What follows belongs to an exercise in optimizing a design on an open flow for small area; a production flow would make more cautious choices.
The RTL was checked by simulation tests, not by an equivalence proof against the original design.
No activity file was given, so power comes from the tool's default toggle rates.

[flow/config.mk]
export PLATFORM = sky130hd
export DESIGN_NAME = DE10_LITE_Golden_Top
export DESIGN_NICKNAME = DE10_LITE_Golden_Top
export VERILOG_FILES = /design/flow/design.v
export SDC_FILE = /design/flow/constraint.sdc
export NUM_CORES = 4
export LEC_CHECK = 0
export ABC_AREA = 1
export CAP_MARGIN = 20
export CORE_MARGIN = 2
export CORE_UTILIZATION = 40
export SLEW_MARGIN = 20
[flow/constraint.sdc]
create_clock -name core_clock -period 12.0 [get_ports {ADC_CLK_10}]
set_input_delay 2.4000 -clock core_clock [delete_from_list [all_inputs] [get_ports {ADC_CLK_10}]]
set_output_delay 2.4000 -clock core_clock [all_outputs]
set_load 0.01 [all_outputs]
[flow/design.v]
module DE10_LITE_Golden_Top(ADC_CLK_10, reset, HEX0, HEX1, HEX2, HEX3, HEX4, HEX5, KEY, LEDR, SW);
	input ADC_CLK_10;
	input reset;
	output [7:0] HEX0;
	output [7:0] HEX1;
	output [7:0] HEX2;
	output [7:0] HEX3;
	output [7:0] HEX4;
	output [7:0] HEX5;
	input [1:0] KEY;
	output [9:0] LEDR;
	input [9:0] SW;
reg keystate_1;
wire n70;
reg keystate_0;
wire n72;
wire n73;
wire n74;
wire n75;
wire n76;
wire n77;
wire n78;
wire n79;
wire n80;
wire n81;
wire n82;
wire n83;
wire n84;
wire n85;
wire n86;
wire n87;
wire n88;
wire n89;
wire n90;
wire n91;
wire n92;
wire n93;
wire n94;
wire n95;
wire n96;
wire n97;
wire n98;
wire n99;
wire n100;
wire n101;
wire n102;
wire n103;
wire n104;
wire n105;
wire n106;
wire n107;
wire n108;
wire n109;
wire n110;
wire n111;
wire n112;
wire n113;
wire n114;
wire n115;
wire n116;
wire n117;
wire n118;
wire n119;
wire n120;
wire n121;
wire n122;
wire n123;
wire n124;
wire n125;
wire n126;
wire n127;
wire n128;
wire n129;
wire n130;
wire n131;
wire n132;
wire n133;
wire n134;
wire n135;
wire n136;
wire n137;
wire n138;
wire n139;
wire n140;
wire n141;
wire n142;
wire n143;
wire n144;
wire n145;
wire n146;
wire n147;
wire n148;
wire n149;
wire n150;
wire n151;
wire n152;
wire n153;
wire n154;
wire n155;
wire n156;
wire n157;
wire n158;
wire n159;
wire n160;
wire n161;
wire n162;
wire n163;
wire n164;
wire n165;
wire n166;
wire n167;
wire n168;
wire n169;
wire n170;
wire n171;
wire n172;
wire n173;
wire n174;
wire n175;
wire n176;
wire n177;
wire n178;
wire n179;
wire n180;
wire n181;
wire n182;
wire n183;
wire n184;
wire n185;
wire n186;
wire n187;
wire n188;
wire n189;
wire n190;
wire n191;
wire n192;
wire n193;
wire n194;
wire n195;
wire n196;
wire n197;
wire n198;
wire n199;
wire n200;
wire n201;
wire n202;
wire n203;
wire n204;
wire n205;
wire n206;
wire n207;
wire n208;
wire n209;
wire n210;
wire n211;
wire n212;
reg kr1_k_1;
reg kr1_k_2;
wire n215;
wire n216;
wire n217;
wire n218;
reg kr1_k_3;
wire n220;
reg kr1_k_4;
wire n222;
reg kr1_k_5;
wire n224;
wire n225;
wire n226;
reg kr1_k_0;
wire n228;
reg kr1_msel_3;
wire n230;
reg kr1_msel_0;
reg kr1_msel_1;
wire n233;
wire n234;
wire n235;
reg kr1_msel_2;
wire n237;
wire n238;
reg kr1_p_1;
wire n240;
wire n241;
wire n242;
wire n243;
reg kr1_p_3;
wire n245;
reg kr1_p_2;
wire n247;
wire n248;
wire n249;
wire n250;
wire n251;
wire n252;
wire n253;
wire n254;
wire n255;
wire n256;
wire n257;
wire n258;
wire n259;
wire n260;
wire n261;
wire n262;
wire n263;
wire n264;
wire n265;
wire n266;
wire n267;
wire n268;
reg kr1_p_0;
wire n270;
wire n271;
wire n272;
wire n273;
wire n274;
wire n275;
wire n276;
wire n277;
wire n278;
wire n279;
wire n280;
wire n281;
wire n282;
wire n283;
wire n284;
wire n285;
wire n286;
wire n287;
wire n288;
wire n289;
wire n290;
wire n291;
wire n292;
wire n293;
wire n294;
wire n295;
wire n296;
wire n297;
wire n298;
wire n299;
wire n300;
wire n301;
wire n302;
wire n303;
wire n304;
wire n305;
wire n306;
wire n307;
wire n308;
wire n309;
wire n310;
wire n311;
wire n312;
wire n313;
wire n314;
wire n315;
wire n316;
wire n317;
wire n318;
wire n319;
wire n320;
wire n321;
wire n322;
wire n323;
wire n324;
wire n325;
wire n326;
wire n327;
wire n328;
wire n329;
wire n330;
wire n331;
wire n332;
wire n333;
wire n334;
wire n335;
wire n336;
wire n337;
wire n338;
wire n339;
wire n340;
wire n341;
wire n342;
wire n343;
wire n344;
wire n345;
wire n346;
wire n347;
wire n348;
wire n349;
wire n350;
wire n351;
wire n352;
wire n353;
wire n354;
wire n355;
wire n356;
wire n357;
wire n358;
wire n359;
wire n360;
wire n361;
wire n362;
wire n363;
wire n364;
wire n365;
wire n366;
wire n367;
wire n368;
wire n369;
wire n370;
wire n371;
wire n372;
wire n373;
wire n374;
wire n375;
wire n376;
wire n377;
wire n378;
wire n379;
wire n380;
wire n381;
wire n382;
wire n383;
wire n384;
wire n385;
wire n386;
wire n387;
wire n388;
wire n389;
wire n390;
wire n391;
wire n392;
wire n393;
wire n394;
wire n395;
wire n396;
wire n397;
wire n398;
wire n399;
wire n400;
wire n401;
wire n402;
wire n403;
wire n404;
wire n405;
wire n406;
wire n407;
wire n408;
wire n409;
wire n410;
wire n411;
wire n412;
wire n413;
wire n414;
wire n415;
wire n416;
wire n417;
wire n418;
wire n419;
wire n420;
wire n421;
wire n422;
wire n423;
wire n424;
wire n425;
wire n426;
wire n427;
wire n428;
wire n429;
wire n430;
wire n431;
wire n432;
wire n433;
wire n434;
wire n435;
wire n436;
wire n437;
wire n438;
wire n439;
wire n440;
wire n441;
wire n442;
wire n443;
wire n444;
wire n445;
wire n446;
wire n447;
wire n448;
wire n449;
wire n450;
wire n451;
wire n452;
wire n453;
wire n454;
wire n455;
wire n456;
wire n457;
wire n458;
wire n459;
wire n460;
wire n461;
wire n462;
wire n463;
wire n464;
wire n465;
wire n466;
wire n467;
wire n468;
wire n469;
wire n470;
wire n471;
wire n472;
wire n473;
wire n474;
wire n475;
wire n476;
wire n477;
wire n478;
wire n479;
wire n480;
wire n481;
wire n482;
wire n483;
wire n484;
wire n485;
wire n486;
wire n487;
wire n488;
wire n489;
wire n490;
wire n491;
wire n492;
wire n493;
wire n494;
wire n495;
wire n496;
wire n497;
wire n498;
wire n499;
wire n500;
wire n501;
wire n502;
wire n503;
wire n504;
wire n505;
wire n506;
wire n507;
wire n508;
wire n509;
wire n510;
wire n511;
wire n512;
wire n513;
wire n514;
reg kr1_q_2;
wire n516;
reg kr1_q_3;
wire n518;
wire n519;
reg kr1_q_1;
wire n521;
reg kr1_r_1;
wire n523;
reg kr1_r_5;
wire n525;
reg kr1_r_0;
reg kr1_r_6;
wire n528;
wire n529;
reg kr1_r_2;
wire n531;
reg kr1_r_4;
wire n533;
reg kr1_r_3;
wire n535;
wire n536;
reg kr1_q_0;
wire n538;
wire n539;
wire n540;
wire n541;
wire n542;
wire n543;
wire n544;
wire n545;
wire n546;
wire n547;
wire n548;
wire n549;
wire n550;
wire n551;
wire n552;
wire n553;
wire n554;
wire n555;
wire n556;
wire n557;
wire n558;
wire n559;
wire n560;
wire n561;
wire n562;
wire n563;
wire n564;
wire n565;
wire n566;
wire n567;
wire n568;
reg kr1_dir;
wire n570;
wire n571;
wire n572;
wire n573;
wire n574;
wire n575;
wire n576;
wire n577;
wire n578;
wire n579;
wire n580;
wire n581;
wire n582;
wire n583;
wire n584;
wire n585;
wire n586;
wire n587;
wire n588;
wire n589;
wire n590;
wire n591;
wire n592;
wire n593;
wire n594;
wire n595;
wire n596;
wire n597;
wire n598;
wire n599;
wire n600;
wire n601;
wire n602;
wire n603;
wire n604;
wire n605;
wire n606;
wire n607;
wire n608;
wire n609;
wire n610;
wire n611;
wire n612;
wire n613;
reg keyprev_1;
wire n615;
wire n616;
wire n617;
wire n618;
wire n619;
wire n620;
wire n621;
reg keyprev_0;
wire n623;
wire n624;
wire n625;
wire n626;
wire n627;
wire n628;
wire n629;
wire n630;
wire n631;
assign n70 = (~keystate_1);
assign n72 = (~keystate_0);
assign n73 = (~n70&~n72);
assign n74 = (~n73);
assign n75 = (~SW[8]);
assign n76 = (~SW[9]&~n75);
assign n77 = (~SW[9]);
assign n78 = (~SW[8]&~n77);
assign n79 = (~n76&~n78);
assign HEX3[4] = (~n74&~n79);
assign n80 = (~keystate_1&~keystate_0);
assign HEX3[2] = (~n80&~n73);
assign n81 = (~n72&~n79);
assign HEX3[3] = (~HEX3[2]&~n81);
assign HEX3[1] = (~n80);
assign HEX3[0] = (~n72&~HEX3[4]);
assign n82 = (~n73) | (~n75);
assign n83 = (~keystate_0&~n75) | (~n82);
assign n84 = (~SW[8]&~SW[9]);
assign n85 = (~HEX3[1]&~n73) | (~SW[9]&~n73);
assign HEX2[3] = (~n78&~n85) | (~keystate_1&~SW[8]);
assign HEX2[6] = (~n83&~n84&~HEX2[3]);
assign n86 = (~n75&~n77);
assign n87 = (~n86);
assign n88 = (~keystate_1&~n87);
assign n89 = (~n88);
assign n90 = (~SW[9]&~n82);
assign n91 = (~n90);
assign HEX2[5] = (~n89) | (~n91);
assign n92 = (~n76);
assign n93 = (~n72&~n92) | (~keystate_1&~SW[8]);
assign n94 = (~n77&~n81) | (~n80&~n81);
assign HEX2[4] = (~n93&~n94);
assign n95 = (~keystate_1&~n72);
assign n96 = (~n94);
assign HEX2[2] = (~n72&~n95&~n96) | (~SW[8]&~n95&~n96);
assign HEX2[1] = (~n72&~n93) | (~n86&~n93);
assign n97 = (~SW[9]&~n90) | (~HEX3[2]&~n90);
assign HEX2[0] = (~n97) | (~n89);
assign n98 = (~SW[6]);
assign n99 = (~n78);
assign n100 = (~HEX3[1]&~n99);
assign n101 = (~n100);
assign n102 = (~n95);
assign n103 = (~n102&~n87);
assign n104 = (~n103);
assign n105 = (~SW[7]&~n104) | (~n98&~n101);
assign n106 = (~n103) | (~n98);
assign n107 = (~HEX3[1]&~n87);
assign n108 = (~n107) | (~SW[7]);
assign n109 = (~n100) | (~SW[5]);
assign n110 = (~n106) | (~n108) | (~n109);
assign n111 = (~n107) | (~SW[6]);
assign n112 = (~SW[5]);
assign n113 = (~n103) | (~n112);
assign n114 = (~n100) | (~SW[4]);
assign n115 = (~n111) | (~n113) | (~n114);
assign n116 = (~n115);
assign n117 = (~n105&~n110&~n116);
assign n118 = (~n110);
assign n119 = (~n115&~n118);
assign n120 = (~n105);
assign n121 = (~n107) | (~SW[5]);
assign n122 = (~SW[4]);
assign n123 = (~n103) | (~n122);
assign n124 = (~n100) | (~SW[3]);
assign n125 = (~n121) | (~n123) | (~n124);
assign n126 = (~n120) | (~n125);
assign n127 = (~n119) | (~n105) | (~n125);
assign n128 = (~n119&~n126) | (~n127);
assign HEX1[5] = (n117) | (n128);
assign n129 = (~n125&~n118);
assign n130 = (~n129);
assign n131 = (~n115&~n110);
assign n132 = (~n131) | (~n125);
assign n133 = (~n130) | (~n132);
assign n134 = (~n115&~n105);
assign n135 = (~n133) | (~n134);
assign HEX1[4] = (~n135) | (~n126) | (~n132);
assign n136 = (~n125);
assign n137 = (~n136&~n110) | (~n105&~n110);
assign n138 = (~SW[6]&~SW[2]);
assign n139 = (~SW[2]);
assign n140 = (~n98&~n139);
assign n141 = (~SW[1]);
assign n142 = (~n112&~n141);
assign n143 = (~n142);
assign n144 = (~SW[0]);
assign n145 = (~n122&~n144);
assign n146 = (~n145);
assign n147 = (~SW[5]&~SW[1]);
assign n148 = (~n143&~n147) | (~n146&~n147);
assign n149 = (~n140&~n148);
assign n150 = (~n138&~n149);
assign n151 = (~SW[7]);
assign n152 = (~SW[3]);
assign n153 = (~n151&~n152);
assign n154 = (~n153);
assign n155 = (~n150) | (~n154);
assign n156 = (~SW[7]&~SW[3]);
assign n157 = (~n156);
assign n158 = (~n156&~n153);
assign n159 = (~n158);
assign n160 = (~SW[5]&~n141) | (~SW[4]&~n144);
assign n161 = (~n112&~SW[1]) | (~n160);
assign n162 = (~SW[6]&~n139) | (~n161);
assign n163 = (~n98&~SW[2]) | (~n162);
assign n164 = (~n147&~n142);
assign n165 = (~n138&~n140);
assign n166 = (~n164&~n165);
assign n167 = (~SW[4]&~n144);
assign n168 = (~SW[0]&~n122);
assign n169 = (~n167&~n168);
assign n170 = (~n166) | (~n169);
assign n171 = (~SW[2]&~SW[1]);
assign n172 = (~n170) | (~n144) | (~n171);
assign n173 = (~SW[7]&~n152);
assign n174 = (~n159&~n172) | (~n159&~n173) | (~n163&~n172) | (~n163&~n173);
assign n175 = (~n76&~n174) | (~n76&~n78) | (~n155&~n174) | (~n157&~n174) | (~n155&~n78) | (~n157&~n78);
assign n176 = (~n74&~n175);
assign n177 = (~n176);
assign HEX1[3] = (~n116&~n129&~n137) | (~n135) | (~n177);
assign n178 = (~n105&~n117) | (~n110&~n117);
assign HEX1[2] = (~n128&~n178) | (~n177);
assign n179 = (~n130&~n134) | (~n177);
assign n180 = (~n179);
assign HEX1[1] = (~n136&~HEX1[5]&~n131) | (~n180);
assign n181 = (~n110&~n116);
assign n182 = (~n181&~n119);
assign HEX1[0] = (~n120&~n136&~n182) | (~n135);
assign n183 = (~SW[4]&~SW[6]);
assign n184 = (~n122&~n98);
assign n185 = (~n183&~n184);
assign n186 = (~SW[7]&~SW[5]);
assign n187 = (~SW[5]&~n151);
assign n188 = (~n184) | (~n187);
assign n189 = (~n188);
assign n190 = (~n185&~n189) | (~n186&~n189);
assign n191 = (~n151) | (~SW[5]);
assign n192 = (~SW[4]&~n98);
assign HEX5[5] = (~n190&~n192) | (~n191&~n192);
assign n193 = (~n192);
assign n194 = (~SW[7]) | (~SW[4]) | (~SW[5]);
assign n195 = (~n193&~n186) | (~n194&~n186);
assign HEX5[4] = (~n183&~n189&~n195);
assign n196 = (~n187&~HEX5[5]) | (~SW[6]) | (~n188);
assign n197 = (n151&n196) | (n112&n196);
assign n198 = (~n185) | (~n186);
assign HEX5[3] = (~n185&~n197) | (~n198);
assign n199 = (~SW[4]&~n191) | (~n195);
assign n200 = (~n183) | (~n151) | (~SW[5]);
assign HEX5[2] = (~n98&~n199) | (~n200);
assign HEX5[1] = (n184&n186) | (n195);
assign HEX5[0] = (~SW[6]&~n194) | (~n190);
assign n201 = (~keystate_0&~n70&~n87);
assign n202 = (~SW[9]&~n102&~n154);
assign n203 = (~n201&~n202) | (~n157&~n202);
assign n204 = (~n159&~n94) | (~SW[3]&~n104) | (~n203);
assign n205 = (~SW[9]&~SW[3]) | (~SW[7]);
assign n206 = (~SW[0]&~n87);
assign n207 = (~n75&~n206) | (~n205&~n206);
assign n208 = (~n204&~n207) | (~n150&~n207);
assign n209 = (~n163);
assign n210 = (~n209&~n173) | (~n159&~n173);
assign n211 = (~n210);
assign n212 = (~n92&~n211) | (~n80);
assign n215 = (~kr1_k_1&~kr1_k_2);
assign n216 = (~kr1_k_1);
assign n217 = (~kr1_k_2);
assign n218 = (~n216&~n217);
assign n220 = (~kr1_k_3);
assign n222 = (~kr1_k_4);
assign n224 = (~kr1_k_5);
assign n225 = (~n220&~n224) | (~n222&~n224);
assign n226 = (~n215) | (~n222);
assign n228 = (~n225&~kr1_k_0) | (~n226&~kr1_k_0);
assign n230 = (~kr1_msel_3);
assign n233 = (~kr1_msel_0&~kr1_msel_1);
assign n234 = (~n233);
assign n235 = (~n230&~n234);
assign n237 = (~n228) | (~kr1_msel_2) | (~n235);
assign n238 = (~n215&~n218&~n237);
assign n240 = (~kr1_p_1);
assign n241 = (~kr1_msel_3&~kr1_msel_2);
assign n242 = (~kr1_msel_0);
assign n243 = (~n241) | (~n242);
assign n245 = (~kr1_p_3);
assign n247 = (~kr1_p_2&~n245);
assign n248 = (~n247);
assign n249 = (~n243&~n248);
assign n250 = (~n249);
assign n251 = (~kr1_msel_1&~n242);
assign n252 = (~n251) | (~n241);
assign n253 = (~n252);
assign n254 = (~kr1_k_0);
assign n255 = (~kr1_msel_1);
assign n256 = (~kr1_msel_2);
assign n257 = (~kr1_msel_3&~n255&~n256);
assign n258 = (~n257);
assign n259 = (~n254&~n258);
assign n260 = (~n253&~n259) | (~n245&~n259);
assign n261 = (~n240&~n250) | (~n260);
assign n262 = (~kr1_msel_0&~kr1_k_0);
assign n263 = (~kr1_msel_2&~n230);
assign n264 = (~n263);
assign n265 = (~n255&~n262&~n264) | (~n254&~n262&~n264);
assign n266 = (~kr1_p_2);
assign n267 = (~kr1_msel_3&~n256&~n234);
assign n268 = (~n267);
assign n270 = (~kr1_p_0&~kr1_p_1);
assign n271 = (~n245&~n266);
assign n272 = (~n271);
assign n273 = (~n270&~n272);
assign n274 = (~n273) | (~n240);
assign n275 = (~n241) | (~kr1_msel_0);
assign n276 = (~n274) | (~n230) | (~n251);
assign n277 = (~n268&~n274) | (~n275) | (~n276);
assign n278 = (~n277);
assign n279 = (~n242&~n267) | (~n234&~n267) | (~n241&~n267);
assign n280 = (~kr1_p_2&~n279);
assign n281 = (~n278) | (~n240);
assign n282 = (~n240&~n280) | (~n281);
assign n283 = (~kr1_p_0&~n282) | (~n266&~n278);
assign n284 = (~n265&~n283);
assign n285 = (~n242&~n254);
assign n286 = (~n262&~n285);
assign n287 = (~n255&~n264&~n286);
assign n288 = (kr1_p_3&~n282) | (~kr1_p_3&n282);
assign n289 = (~n280&~n277) | (~kr1_p_0);
assign n290 = (~n289);
assign n291 = (~n288) | (~n290);
assign n292 = (~n284&~n287) | (~n291);
assign n293 = (~kr1_k_2&~n222);
assign n294 = (~kr1_k_3&~kr1_k_5);
assign n295 = (~kr1_k_3&~kr1_k_4&~n224);
assign n296 = (~n293&~n295) | (~n294&~n295);
assign n297 = (~kr1_k_5&~n220);
assign n298 = (~n297);
assign n299 = (~n296) | (~n298);
assign n300 = (~n230&~n255&~n256);
assign n301 = (~n300);
assign n302 = (~kr1_k_4&~n217);
assign n303 = (~n302) | (~n294);
assign n304 = (~n302&~n298) | (~n303);
assign n305 = (~n304);
assign n306 = (~n301&~n305);
assign n307 = (~kr1_k_1&~kr1_k_0);
assign n308 = (~n216&~n254);
assign n309 = (~n308);
assign n310 = (~kr1_k_3&~n307) | (~n309);
assign n311 = (~n293);
assign n312 = (~n302);
assign n313 = (~n310) | (~n224) | (~n311) | (~n312);
assign n314 = (~n251);
assign n315 = (~n230&~n256&~n225&~n314);
assign n316 = (~n313) | (~n315);
assign n317 = (~n316);
assign n318 = (~n306&~n317);
assign n319 = (~n217&~n311) | (~n217&~n297) | (~n295&~n311) | (~n295&~n297);
assign n320 = (~n304&~n319);
assign n321 = (~n320);
assign n322 = (~n318) | (~n321);
assign n323 = (~n293&~n302) | (~n216);
assign n324 = (~n323&~n305);
assign n325 = (~n320&~n324) | (~n301&~n324);
assign n326 = (~n322) | (~n325);
assign n327 = (~n304&~n313) | (n304&n313);
assign n328 = (~n311&~n220&~n302) | (~kr1_k_1&~n220&~n302);
assign n329 = (~n326);
assign n330 = (~n242&~n301);
assign n331 = (~n329&~n330) | (~n327&~n330);
assign n332 = (~n328&~n331);
assign n333 = (~n332) | (~n299);
assign n334 = (~n299&~n326&~n327) | (~n333);
assign n335 = (~n238&~n261&~n292&~n334);
assign LEDR[9] = (~n91&~n335) | (~n208&~n212);
assign n336 = (~n107);
assign n337 = (~SW[9]&~n146);
assign n338 = (~n206&~n337) | (~n95);
assign n339 = (~n169&~n94) | (~n141&~n336) | (~n338);
assign n340 = (~n158&~n170);
assign n341 = (~n92&~n340) | (~n122&~n87);
assign n342 = (~n84&~n341) | (~n84&~n210) | (~n340&~n341) | (~n340&~n210);
assign n343 = (~n77&~n206&~n210) | (~n342);
assign n344 = (~n343) | (~keystate_1) | (~n72);
assign n345 = (~n344);
assign n346 = (~n339&~n345);
assign n347 = (~n140) | (~n95) | (~n77);
assign n348 = (~n152&~n336) | (~n141&~n101) | (~n347);
assign n349 = (~n141) | (~SW[5]);
assign n350 = (~n95&~n83);
assign n351 = (n83&n349&n160) | (n350&n148);
assign n352 = (~n165&~n351) | (~n96);
assign n353 = (~n165&~n352) | (~n351&~n352);
assign n354 = (~n139&~n348&~n353) | (~n103&~n348&~n353);
assign n355 = (~n210) | (~n98);
assign n356 = (~SW[2]&~n210) | (~n201) | (~n355);
assign n357 = (~n354) | (~n356);
assign n358 = (~n357);
assign n359 = (~n358&~n346);
assign n360 = (~n346);
assign n361 = (~n357&~n360);
assign n362 = (~n359&~n361);
assign n363 = (~n96&~HEX2[4]) | (~n96&~n167) | (~n145&~HEX2[4]) | (~n350&~HEX2[4]) | (~n145&~n167) | (~n350&~n167);
assign n364 = (~SW[9]&~n102&~n143);
assign n365 = (~n139&~n336) | (~n144&~n101);
assign n366 = (~n141&~n364&~n365) | (~n103&~n364&~n365);
assign n367 = (~n363) | (~n96) | (~n164);
assign n368 = (~n210) | (~n112);
assign n369 = (~SW[1]&~n210) | (~n201) | (~n368);
assign n370 = (~n164&~n363) | (~n366) | (~n367) | (~n369);
assign n371 = (~n150&~HEX2[4]) | (~n150&~n209) | (~n96&~HEX2[4]) | (~n350&~HEX2[4]) | (~n96&~n209) | (~n350&~n209);
assign n372 = (n204&~n371) | (~n204&n371);
assign n373 = (~n139&~n101) | (~n122&~n336) | (~n372);
assign n374 = (~n370&~n373);
assign n375 = (~n373);
assign n376 = (~n370&~n375);
assign n377 = (~n376) | (~n359);
assign n378 = (~n377);
assign n379 = (~n362&~n378) | (~n374&~n378);
assign n380 = (~n375) | (~n370);
assign HEX0[5] = (~n346&~n379) | (~n346&~n380) | (~n357&~n379) | (~n357&~n380);
assign n381 = (~n373&~n346) | (~n370&~n346);
assign n382 = (~n374&~n381);
assign HEX0[4] = (~n361&~n382&~n378);
assign n383 = (~n377) | (~n357);
assign n384 = (~n376&~HEX0[5]);
assign n385 = (~n383&~n384);
assign n386 = (~n373&~n385) | (~n370&~n385);
assign n387 = (~n362) | (~n374);
assign HEX0[3] = (~n362&~n386) | (~n387);
assign n388 = (~n361);
assign HEX0[2] = (~n380&~n388) | (~n375&~n383);
assign n389 = (~n388) | (~n382);
assign n390 = (~n359) | (~n374);
assign HEX0[1] = (~n389) | (~n390);
assign HEX0[0] = (~n357&~n389) | (~n379);
assign n391 = (~kr1_k_1&~n296) | (~n319);
assign n392 = (~n391) | (~n330);
assign n393 = (~kr1_p_0);
assign n394 = (~n393&~n266);
assign n395 = (~kr1_p_3&~n266);
assign n396 = (~n247&~n395) | (~n270&~n394);
assign n397 = (~n396&~n279);
assign n398 = (~n277&~n397) | (~n396&~n397);
assign n399 = (~kr1_k_0&~n392) | (~n398);
assign n400 = (~kr1_p_1&~n266);
assign n401 = (~n264&~n286);
assign n402 = (~n262&~n285&~n258);
assign n403 = (~n253&~n401&~n402) | (~n400&~n401&~n402);
assign n404 = (~n320&~n326) | (~n308&~n326);
assign n405 = (~n404) | (~kr1_k_0);
assign n406 = (~n243&~n396&~n400) | (~n403) | (~n405);
assign n407 = (~n319);
assign n408 = (~n327) | (~n407);
assign n409 = (~n242&~n327) | (~n408);
assign n410 = (~n313);
assign n411 = (~kr1_k_1&~n321);
assign n412 = (~n410&~n411) | (~n308&~n307);
assign n413 = (~n412&~n301) | (~n305&~n301);
assign n414 = (~n329&~n391) | (~n329&~n413) | (~n323&~n391) | (~n409&~n391) | (~n323&~n413) | (~n409&~n413);
assign n415 = (~n414) | (~n177);
assign n416 = (~n177) | (~n91);
assign n417 = (~n399&~n406&~n415) | (~n416);
assign LEDR[6] = (~n417) | (~n118);
assign n418 = (~n253&~n259) | (~n240&~n259);
assign n419 = (~n395);
assign n420 = (~n243&~n419);
assign n421 = (~n420) | (~kr1_p_1);
assign n422 = (~n418) | (~n421);
assign n423 = (~n242&~n301&~n319);
assign n424 = (~n270&~n419);
assign n425 = (~n424&~n277);
assign n426 = (~n279&~n425) | (~n424&~n425);
assign n427 = (~n426&~n176);
assign n428 = (~kr1_msel_1&~n264);
assign n429 = (~n428) | (~n286);
assign n430 = (~kr1_k_1&~n254&~n225);
assign n431 = (~n235&~n287) | (~n430&~n287);
assign n432 = (~n427) | (~n429) | (~n431);
assign n433 = (~n422&~n423&~n404&~n432) | (~n416);
assign LEDR[5] = (~n433) | (~n116);
assign n434 = (~n393&~n240);
assign n435 = (~n270&~n434);
assign n436 = (~kr1_k_1&~kr1_k_0) | (~n306);
assign n437 = (~kr1_k_0&~n258);
assign n438 = (~n435&~n437) | (~n420&~n437);
assign n439 = (~n326&~n411) | (~n254&~n411);
assign n440 = (~n439) | (~n317);
assign n441 = (~n252&~n435) | (~n436) | (~n438) | (~n440);
assign n442 = (~n329) | (~n409);
assign n443 = (~n309&~n442);
assign n444 = (~n301&~n319&~n443);
assign n445 = (~n432&~n441&~n444) | (~n416);
assign LEDR[4] = (~n445) | (~n136);
assign n446 = (~n391) | (~n242) | (~n300);
assign n447 = (~n446);
assign n448 = (~kr1_k_1&~n254) | (~n447);
assign n449 = (~n420&~n401) | (~n240&~n401);
assign n450 = (~n252&~n400) | (~n448) | (~n449) | (~n398);
assign n451 = (~n258&~n286) | (~n318);
assign n452 = (~n300&~n451) | (~n411&~n451);
assign n453 = (~n315&~n452) | (~n411&~n452);
assign n454 = (~n450&~n453) | (~n90);
assign LEDR[3] = (~n375) | (~n454);
assign n455 = (~kr1_p_3&~n394);
assign n456 = (~n400&~n434) | (~n455);
assign n457 = (~n315);
assign n458 = (~n320&~n410) | (~n307&~n410);
assign n459 = (~n319&~n458) | (~n308&~n458);
assign n460 = (~n457&~n459) | (~n243&~n456);
assign n461 = (~n242&~n264) | (~kr1_msel_1&~n264) | (~n254&~n264);
assign n462 = (~n456);
assign n463 = (~n240&~n462) | (~n247&~n462);
assign n464 = (~n279&~n463);
assign n465 = (~n429&~n277&~n464) | (~n429&~n463&~n464) | (~n461&~n277&~n464) | (~n461&~n463&~n464);
assign n466 = (~n456&~n437) | (~n253&~n437);
assign n467 = (~n465) | (~n446) | (~n466);
assign n468 = (~n413&~n460&~n467);
assign LEDR[2] = (~n91&~n468) | (~n358);
assign n469 = (n289&n284) | (n288&n284);
assign n470 = (~kr1_p_3&~kr1_p_2);
assign n471 = (~n470);
assign n472 = (~n225);
assign n473 = (~n472) | (~kr1_k_1) | (~kr1_msel_2) | (~n234);
assign n474 = (~n311&~n262) | (~kr1_msel_3&~n262) | (~n294&~n262);
assign n475 = (~n240&~n243&~n471) | (~n473&~n474);
assign n476 = (~n245&~n238) | (~n253&~n238);
assign n477 = (~n476);
assign n478 = (~n237&~n477) | (~n252&~n477);
assign n479 = (~n451&~n447&~n475&~n478);
assign n480 = (~n469&~n91) | (~n479&~n91);
assign LEDR[1] = (n370) | (n480);
assign n481 = (~n242&~n327) | (~n299&~n327);
assign n482 = (~n301&~n481);
assign n483 = (~n435);
assign n484 = (~n437&~n315);
assign n485 = (~n243&~n471&~n483) | (~n484);
assign n486 = (~n478&~n482&~n485&~n292);
assign LEDR[0] = (~n91&~n486) | (~n346);
assign n487 = (~SW[2]&~n141);
assign n488 = (~n487) | (~n152);
assign n489 = (~SW[1]&~n139);
assign n490 = (~n152&~n489) | (~SW[0]);
assign n491 = (~n489);
assign n492 = (~SW[3]&~n491);
assign HEX4[5] = (~n488&~n492) | (~n490&~n492);
assign n493 = (~n152&~n171);
assign HEX4[4] = (~n491&~n493) | (~n144&~n493);
assign n494 = (~SW[3]&~SW[0]);
assign n495 = (~SW[0]&~n139);
assign n496 = (~SW[2]&~n144);
assign n497 = (~n495&~n496) | (~n152) | (~n141);
assign HEX4[3] = (~n141&~n494&~n495&~n496) | (~n497);
assign n498 = (~SW[3]) | (~SW[2]);
assign n499 = (~SW[2]&~n144) | (~SW[1]&~n144);
assign HEX4[2] = (~n488&~n499) | (~n498&~n499);
assign n500 = (~SW[3]&~n492) | (~SW[1]&~n492);
assign n501 = (~SW[3]&~SW[1]) | (~n495);
assign HEX4[1] = (~n144&~n500) | (~n501);
assign n502 = (~n493) | (~n499);
assign HEX4[0] = (~n497) | (~n502);
assign n503 = (~n489) | (~SW[3]) | (~n144);
assign HEX4[6] = (~SW[3]&~n489&~n487&~n495) | (~n503);
assign n504 = (~n374) | (~n358);
assign HEX0[6] = (~n383&~n384) | (~n504);
assign n505 = (~n186);
assign HEX5[6] = (~SW[6]&~n505) | (~n196);
assign n506 = (~n180) | (~n120);
assign n507 = (~n179&~n182) | (~n105&~n182);
assign HEX1[6] = (~n506&~n507) | (~n182&~n507);
assign HEX3[5] = (~n76&~n78&~n74);
assign n508 = (~n305&~n405);
assign n509 = (~n508&~n334) | (~n407&~n309);
assign n510 = (~n249&~n402) | (~n435&~n402);
assign n511 = (~n469) | (~n476) | (~n510);
assign n512 = (~n443&~n511);
assign LEDR[8] = (~n509&~n91) | (~n512&~n91);
assign HEX0[7] = (~n107) | (~SW[0]);
assign HEX1[7] = (~n100) | (~SW[7]);
assign n513 = (~kr1_p_1&~n250) | (~n260) | (~n392) | (~n465);
assign n514 = (~n513&~n415) | (~n416);
assign LEDR[7] = (~n514) | (~n120);
assign n516 = (~kr1_q_2);
assign n518 = (~n152) | (~kr1_q_3);
assign n519 = (~n516&~SW[2]) | (~n518);
assign n521 = (~kr1_q_1);
assign n523 = (~kr1_r_1);
assign n525 = (~kr1_r_5);
assign n528 = (~n525) | (~kr1_r_0) | (~kr1_r_6);
assign n529 = (~n523&~n528);
assign n531 = (~kr1_r_2);
assign n533 = (~kr1_r_4);
assign n535 = (~n529) | (~n531) | (~kr1_r_3) | (~n533);
assign n536 = (~n535);
assign n538 = (~kr1_q_0&~n536);
assign n539 = (~n536) | (~kr1_q_0);
assign n540 = (n521&SW[0]&n539) | (SW[1]&SW[0]&n539) | (n521&n538&n539) | (SW[1]&n538&n539);
assign n541 = (~n521&~n516&~n540) | (~n521&~SW[2]&~n540) | (~SW[1]&~n516&~n540) | (~SW[1]&~SW[2]&~n540);
assign n542 = (~n519&~n541) | (~kr1_q_3&~n152);
assign n543 = (~n542);
assign n544 = (~reset&~n543);
assign n545 = (~n544);
assign n546 = (~reset&~n542);
assign n547 = (~n546) | (~n228);
assign n548 = (~n254&~n545) | (~n547);
assign n549 = (~n544) | (~n535);
assign n550 = (~n533&~n549);
assign n551 = (~kr1_r_3);
assign n552 = (~n551&~n549);
assign n553 = (~n531&~n549);
assign n554 = (~n523&~n549);
assign n555 = (~kr1_r_0);
assign n556 = (~n555&~n549);
assign n557 = (~n525&~kr1_r_6) | (~n544);
assign n558 = (~n525&~n557) | (~kr1_r_6&~n557);
assign n559 = (~n521&~n539);
assign n560 = (~kr1_q_2&~n559) | (~n544);
assign n561 = (~kr1_q_2&~n560) | (~n559&~n560);
assign n562 = (~n539);
assign n563 = (~kr1_q_1&~n562) | (~n544);
assign n564 = (~n559&~n563);
assign n565 = (~n538&~n562&~n545);
assign n566 = (~n98&~n544) | (~n98&~n256) | (~n546&~n544) | (~n546&~n256);
assign n567 = (~n112&~n544) | (~n112&~n255) | (~n546&~n544) | (~n546&~n255);
assign n568 = (~n122&~n544) | (~n122&~n242) | (~n546&~n544) | (~n546&~n242);
assign n570 = (~kr1_dir);
assign n571 = (~kr1_p_0&~n570);
assign n572 = (~kr1_dir&~n393);
assign n573 = (~n571&~n572) | (~n483);
assign n574 = (~n573) | (~n395);
assign n575 = (~n270) | (~n470);
assign n576 = (~kr1_p_2&~n573);
assign n577 = (~n543) | (~n575) | (~n576);
assign n578 = (~n266&~n543) | (~n574) | (~n577);
assign n579 = (~n578);
assign n580 = (~reset&~n579);
assign n581 = (~n572&~n271);
assign n582 = (~n570&~kr1_p_0) | (~n581);
assign n583 = (~n543&~kr1_p_1) | (~n582&~kr1_p_1);
assign n584 = (~n582) | (~kr1_p_1);
assign n585 = (~kr1_p_1&~n570) | (~SW[6]) | (~n186);
assign n586 = (~n585) | (~n245);
assign n587 = (~n586) | (~n394);
assign n588 = (~n584) | (~n575) | (~n587);
assign n589 = (~n543) | (~n588);
assign n590 = (~n589);
assign n591 = (~reset);
assign n592 = (~n583&~n590) | (~n591);
assign n593 = (~n240&~n581) | (~n393&~n588) | (~n546);
assign n594 = (~n393&~n545) | (~n593);
assign n595 = (~n217&~n309&~n542);
assign n596 = (~n595);
assign n597 = (~n220&~n596) | (~kr1_k_4);
assign n598 = (~n595) | (~kr1_k_3) | (~n222);
assign n599 = (~n543) | (~kr1_k_5);
assign n600 = (~n599) | (~n591);
assign n601 = (~n597&~n600) | (~n598&~n600);
assign n602 = (~n559&~kr1_q_3) | (~kr1_q_2&~kr1_q_3);
assign n603 = (~n602&~n545);
assign n604 = (~n525&~n549);
assign n605 = (~n596) | (~kr1_k_5);
assign n606 = (~n595&~reset) | (~n459&~reset);
assign n607 = (~n225&~n605) | (~n225&~n606) | (~n546&~n605) | (~n546&~n606);
assign n608 = (~reset&~n273);
assign n609 = (~n575&~n544) | (~n608&~n544);
assign n610 = (~n578&~n455&~n609) | (~n272&~n455&~n609) | (~n589&~n455&~n609);
assign n611 = (~n543&~kr1_dir) | (~n271&~kr1_dir);
assign n612 = (~n611&~n609);
assign n613 = (~KEY[1]);
assign n615 = (~keyprev_1&~n613);
assign n616 = (~n615&~reset) | (~keystate_0&~reset);
assign n617 = (keystate_0&n616) | (n615&n616);
assign n618 = (~n599) | (~kr1_k_3);
assign n619 = (~n595&~reset) | (~n294&~reset);
assign n620 = (~n595&~n618) | (~n619);
assign n621 = (~KEY[0]);
assign n623 = (~keyprev_0&~n621);
assign n624 = (~n623&~reset) | (~keystate_1&~reset);
assign n625 = (keystate_1&n624) | (n623&n624);
assign n626 = (~n591&~n544) | (~n309&~n544) | (~n472&~n544);
assign n627 = (~n626) | (~n217) | (~n472) | (~n546);
assign n628 = (~n217&~n626) | (~n627);
assign n629 = (~n151&~n544) | (~n151&~n230) | (~n546&~n544) | (~n546&~n230);
assign n630 = (~kr1_k_1&~n546);
assign n631 = (~n307&~n630&~n626);
always @(posedge ADC_CLK_10) keyprev_0 <= KEY[0];
always @(posedge ADC_CLK_10) keyprev_1 <= KEY[1];
always @(posedge ADC_CLK_10) kr1_msel_0 <= n568;
always @(posedge ADC_CLK_10) kr1_msel_1 <= n567;
always @(posedge ADC_CLK_10) kr1_msel_2 <= n566;
always @(posedge ADC_CLK_10) kr1_msel_3 <= n629;
always @(posedge ADC_CLK_10) kr1_q_0 <= n565;
always @(posedge ADC_CLK_10) kr1_q_1 <= n564;
always @(posedge ADC_CLK_10) kr1_q_2 <= n561;
always @(posedge ADC_CLK_10) kr1_q_3 <= n603;
always @(posedge ADC_CLK_10) kr1_r_0 <= n558;
always @(posedge ADC_CLK_10) kr1_r_1 <= n556;
always @(posedge ADC_CLK_10) kr1_r_2 <= n554;
always @(posedge ADC_CLK_10) kr1_r_3 <= n553;
always @(posedge ADC_CLK_10) kr1_r_4 <= n552;
always @(posedge ADC_CLK_10) kr1_r_5 <= n550;
always @(posedge ADC_CLK_10) kr1_r_6 <= n604;
always @(posedge ADC_CLK_10) kr1_k_0 <= n548;
always @(posedge ADC_CLK_10) kr1_k_1 <= n631;
always @(posedge ADC_CLK_10) kr1_k_2 <= n628;
always @(posedge ADC_CLK_10) kr1_k_3 <= n620;
always @(posedge ADC_CLK_10) kr1_k_4 <= n601;
always @(posedge ADC_CLK_10) kr1_k_5 <= n607;
always @(posedge ADC_CLK_10) kr1_p_0 <= n594;
always @(posedge ADC_CLK_10) kr1_p_1 <= n592;
always @(posedge ADC_CLK_10) kr1_p_2 <= n580;
always @(posedge ADC_CLK_10) kr1_p_3 <= n610;
always @(posedge ADC_CLK_10) kr1_dir <= n612;
always @(posedge ADC_CLK_10) keystate_0 <= n617;
always @(posedge ADC_CLK_10) keystate_1 <= n625;
assign HEX2[7] = 1'b1;
assign HEX3[6] = HEX3[2];
assign HEX3[7] = 1'b1;
assign HEX4[7] = 1'b1;
assign HEX5[7] = 1'b1;
endmodule
[flow/run.sh]
#!/bin/bash
# synth_recipe.tcl (not shown) runs the flow's synth.tcl, then flattens the netlist and writes it again
# the make line also repeats each setting of config.mk as NAME=value (left out here)
make -C /OpenROAD-flow-scripts/flow DESIGN_CONFIG=/design/flow/config.mk WORK_HOME=/design/flow/orfs CLKGATE_MAP_FILE= SYNTH_SCRIPT=/design/flow/synth_recipe.tcl finish
==> reports/qor.yml <==
placed_design:
  place_area_um2: 5012
  gp_routability_congestion: 0.9512
  detailedPlacementHpwl_um: 11310
  place.port_buffers: 67
synthesis:
  synth_async_sr_flop_share_pct: 0
  postSynth.topFlopCell: "dfxtp_1"
  synth_cell_types: 49
  synthesis.area_um2: 4223
  synthesis.area_per_instance_um2: 5.990
  yosysTopAreaCellShare_pct: 15.11
  ys_top_cells_by_area: "ha_1 15%, dfxtp_1 14%, nand2_1 14%, inv_1 9.9%, nor2_1 6.2%"
  yosysTopAreaCell: "ha_1"
  ys.warnings.count: 1
  synth_enable_flop_cells: 0
  postSynthRegisterBits: 30
  sequential_cell_area_fraction_in_the_yosys_report_pct: 14.22
  post_synth_inst_count: 705
clocking:
  clock_path_buffers: 2
  worstSkewPairLatency_ns: 0.30
  cts_max_level: 2
  clock-root-buffer: "clkbuf_8"
  numClockSinks: 30
  tritoncts: "done"
  cts_resized: 0
  postCtsSetupBuffers: 0
  postCtsHoldBufs: 0
  cts-buffers-inserted: 5
  clk_pin_slew_ns: 0.07
worst_setup_path:
  path_max_fanout: 11
  crit_path_end_kind: "output port"
  crit_arrival_ns: 6.13
  setup.worst_path.start_class: "input pin"
  criticalPathCategory: "input pin to output port"
  crit_required_ns: 9.60
finish:
  post_route_cells_drive_above_1_share_pct: 8.021
  fin_nets: 837
  area_growth_pct: 20.95
  final_area_um2: 5107
  antenna_cells_inserted: 0
routing:
  first_pass_iters: 5
  dr.first_iter.drc_count: 253
  vias_per_cell: 5.275
  final_antenna_violating_net_count: 0
  detail_route.wl_per_cell_um: 15.22
  route.detailed.drc: 0
  wirelength_um: 13840
  vias: 4795
outcome:
  outcome: "complete, no violations"
pwr:
  total_power_consumption_uw: 371.7
  static-leakage-power_nw: 2.482
  power_per_cell_area_nw_per_um2: 72.78
  max-vdd-ir-drop_mv: 0.06002
timing:
  report.final.setup_viol: 0
  timing.hold.ws_ns: 0.4225
  report.final.hold_viol_count: 0
  worstMarginPinSlew_ns: 0.6010
  finalCritPeriodShare_pct: 71.07
  final.setup.tns_ns: 0
  max_clock_freq_mhz: 117.3
  shortest_clock_period_the_worst_path_allows_after_layout_ns: 8.529
  grt_setup_unrepaired: "no"
  maxSlewViolCount: 0
  max_slew_margin_pct: 59.93
  clock_skew_ns: 0.01186
floorplan:
  num_rows: 37
  fp.coreArea_um2: 10280
  initial_core_util_pct: 41.09
  io-pin-count: 72
  floorplan.die.height_um: 106.7
  die_area_um2: 11390
  die_x_um: 106.7
global_routing:
  grt_remaining_overflow: 0
  grt_pass1_wl_um: 22560
  grt_antenna_before_repair: 0
  via_count_of_the_first_global_routing_pass: 4633
  grt_start_max_net_pins: 15
  grt_util_all_layers_pct: 24.73
run:
  maxCapViolations: 0
worst_hold_path:
  class_of_the_tightest_hold_or_removal_check: "flip-flop to flip-flop"
==> layer usage <==
| layer | track usage, % | part of all wire, % | vias to the layer above |
|---|---|---|---|
| li1 | - | - | 2448 |
| met1 | 31.52 | 45 | 2166 |
| met2 | 41.77 | 47 | 150 |
| met3 | 3.708 | 5.4 | 31 |
| met4 | 9.926 | 3.1 | 0 |
| met5 | 0 | 0 | - |
==> final timing paths <==
path	startpoint	to	slack (ns)	cells after the start
hold reg to reg	kr1_r_1	kr1_r_2	0.42	2
setup reg to reg	kr1_r_5	kr1_k_1	9.49	12
setup / recovery	SW[6]	HEX0[3]	3.47	21
hold / removal	kr1_r_1	kr1_r_2	0.42	2
==> synthesized netlist by cell type, types with 2 or more instances <==
master      n
a211oi_1    4
a21oi_1    36
a21oi_2     2
a31oi_1     5
a41oi_1     2
buf_2       2
buf_4       6
clkbuf_1    2
dfxtp_1    30
ha_1       51
inv_1     111
inv_2      16
nand2_1   159
nand2_2     9
nand2_4     2
nand3_1    36
nand3_2     7
nand4_1     8
nor2_1     70
nor2_2      3
nor3_1     19
nor3_2      3
nor3b_1     2
nor4_1      4
o211ai_1    8
o21a_1      2
o21ai_0    43
o21ai_1    13
o21ai_2     7
o21bai_1    3
o22ai_1    17
o31ai_1     2
o32ai_1     2
or2_1       3
xor2_1      2
==> cells by family after synthesis <==
family | synth area share [%]
xor+xnor | 0.4149
buf+inv | 12.86
other cells | 0.08880
compound gates | 21.57
simple gates | 35.47
mux | 0.2666
fa+ha+maj | 15.11
flops | 14.22
==> layout by cell type (no fill, tap or decap), types with 3 or more instances in the layout <==
cell type / n
o21bai_1: 3
a31oi_1: 5
o22ai_1: 17
nor3_2: 3
nand2_1: 159
inv_2: 16
nand4_1: 8
o211ai_1: 8
nor2_1: 70
ha_1: 51
o21ai_0: 43
nor2_2: 3
clkbuf_8: 6
o21ai_1: 13
nand2_2: 9
nand3_1: 36
o21ai_2: 7
or2_1: 3
dfxtp_1: 30
nand3_2: 7
clkdlybuf4s50_1: 67
nor4_1: 4
nor3_1: 19
a211oi_1: 4
a21oi_1: 36
inv_1: 111
conb_1: 4
==> through the flow <==
step / utilization [%] / instances / setup WS [ns]
after CTS: 49.70 / 909 / 3.473
after global placement: 48.77 / 901 / 3.594
after global routing: 49.70 / 909 / 3.213
after floorplan: - / 708 / 5.208
after detailed placement: 48.77 / 901 / 3.472
final: 49.70 / 909 / 3.471
==> cell type report <==
class	instances	area, µm²
Timing Repair Buffer	67	670.6
Tap cell	136	170.2
Sequential cell	30	600.6
Clock buffer	6	82.58
Multi-Input combinational cell	540	3090
Inverter	128	480.5
Clock inverter	2	12.51
Fill cell	1062	5170
==> worst max-delay path: stages <==
cell,delay [ns]
clkdlybuf4s50_1,0.74
inv_1,0.25
ha_1,0.36
nor3b_1,0.37
nand2_1,0.09
nand2_1,0.07
nand2_1,0.04
a32oi_1,0.15
nand2_1,0.10
nand2_1,0.08
nand2_1,0.09
ha_1,0.35
nand3_2,0.12
nand3_2,0.09
nand2_2,0.05
nand2_2,0.06
nand2_2,0.05
nand2_1,0.05
nand2_1,0.04
nand2_1,0.05
clkdlybuf4s50_1,0.53
==> report_power, final <==
group	internal (mW)	leakage, nW	switching (mW)	total [mW]
Combinational	0.0790	2.19	0.0972	0.176
Clock	0.0461	0.0472	0.0451	0.0912
Sequential	0.101	0.244	0.00286	0.104
Total	0.227	2.48	0.145	0.372

static timing again, ports no longer ideal:
How much do the figures lean on ideal ports? The routed layout below was timed once more, with nothing changed but the port constraints.
Step 1 assumes that a clkbuf_16 drives the clock port and a buf_2 every other input.
Step 2 moves the port delays by t, midway between the first and last clock arrival at a register: inputs arrive t later, outputs are due t later. That takes back most of the time a late clock gives input paths.
a / b / c = ideal / step 1 / step 2; a / b = the first two.
t (ns): 0.331
setup slack, ns: 3.471 / 3.450 / 3.450
worst setup path after step 2: input to output
worst register clock-pin slew, ns: 0.08 / 0.08
worst slew at a driven data input, ns: 0.08
After both steps this run still meets setup and hold. The setup slack of this run moves by -0.021 ns with the drivers and by -0.021 ns with both steps.
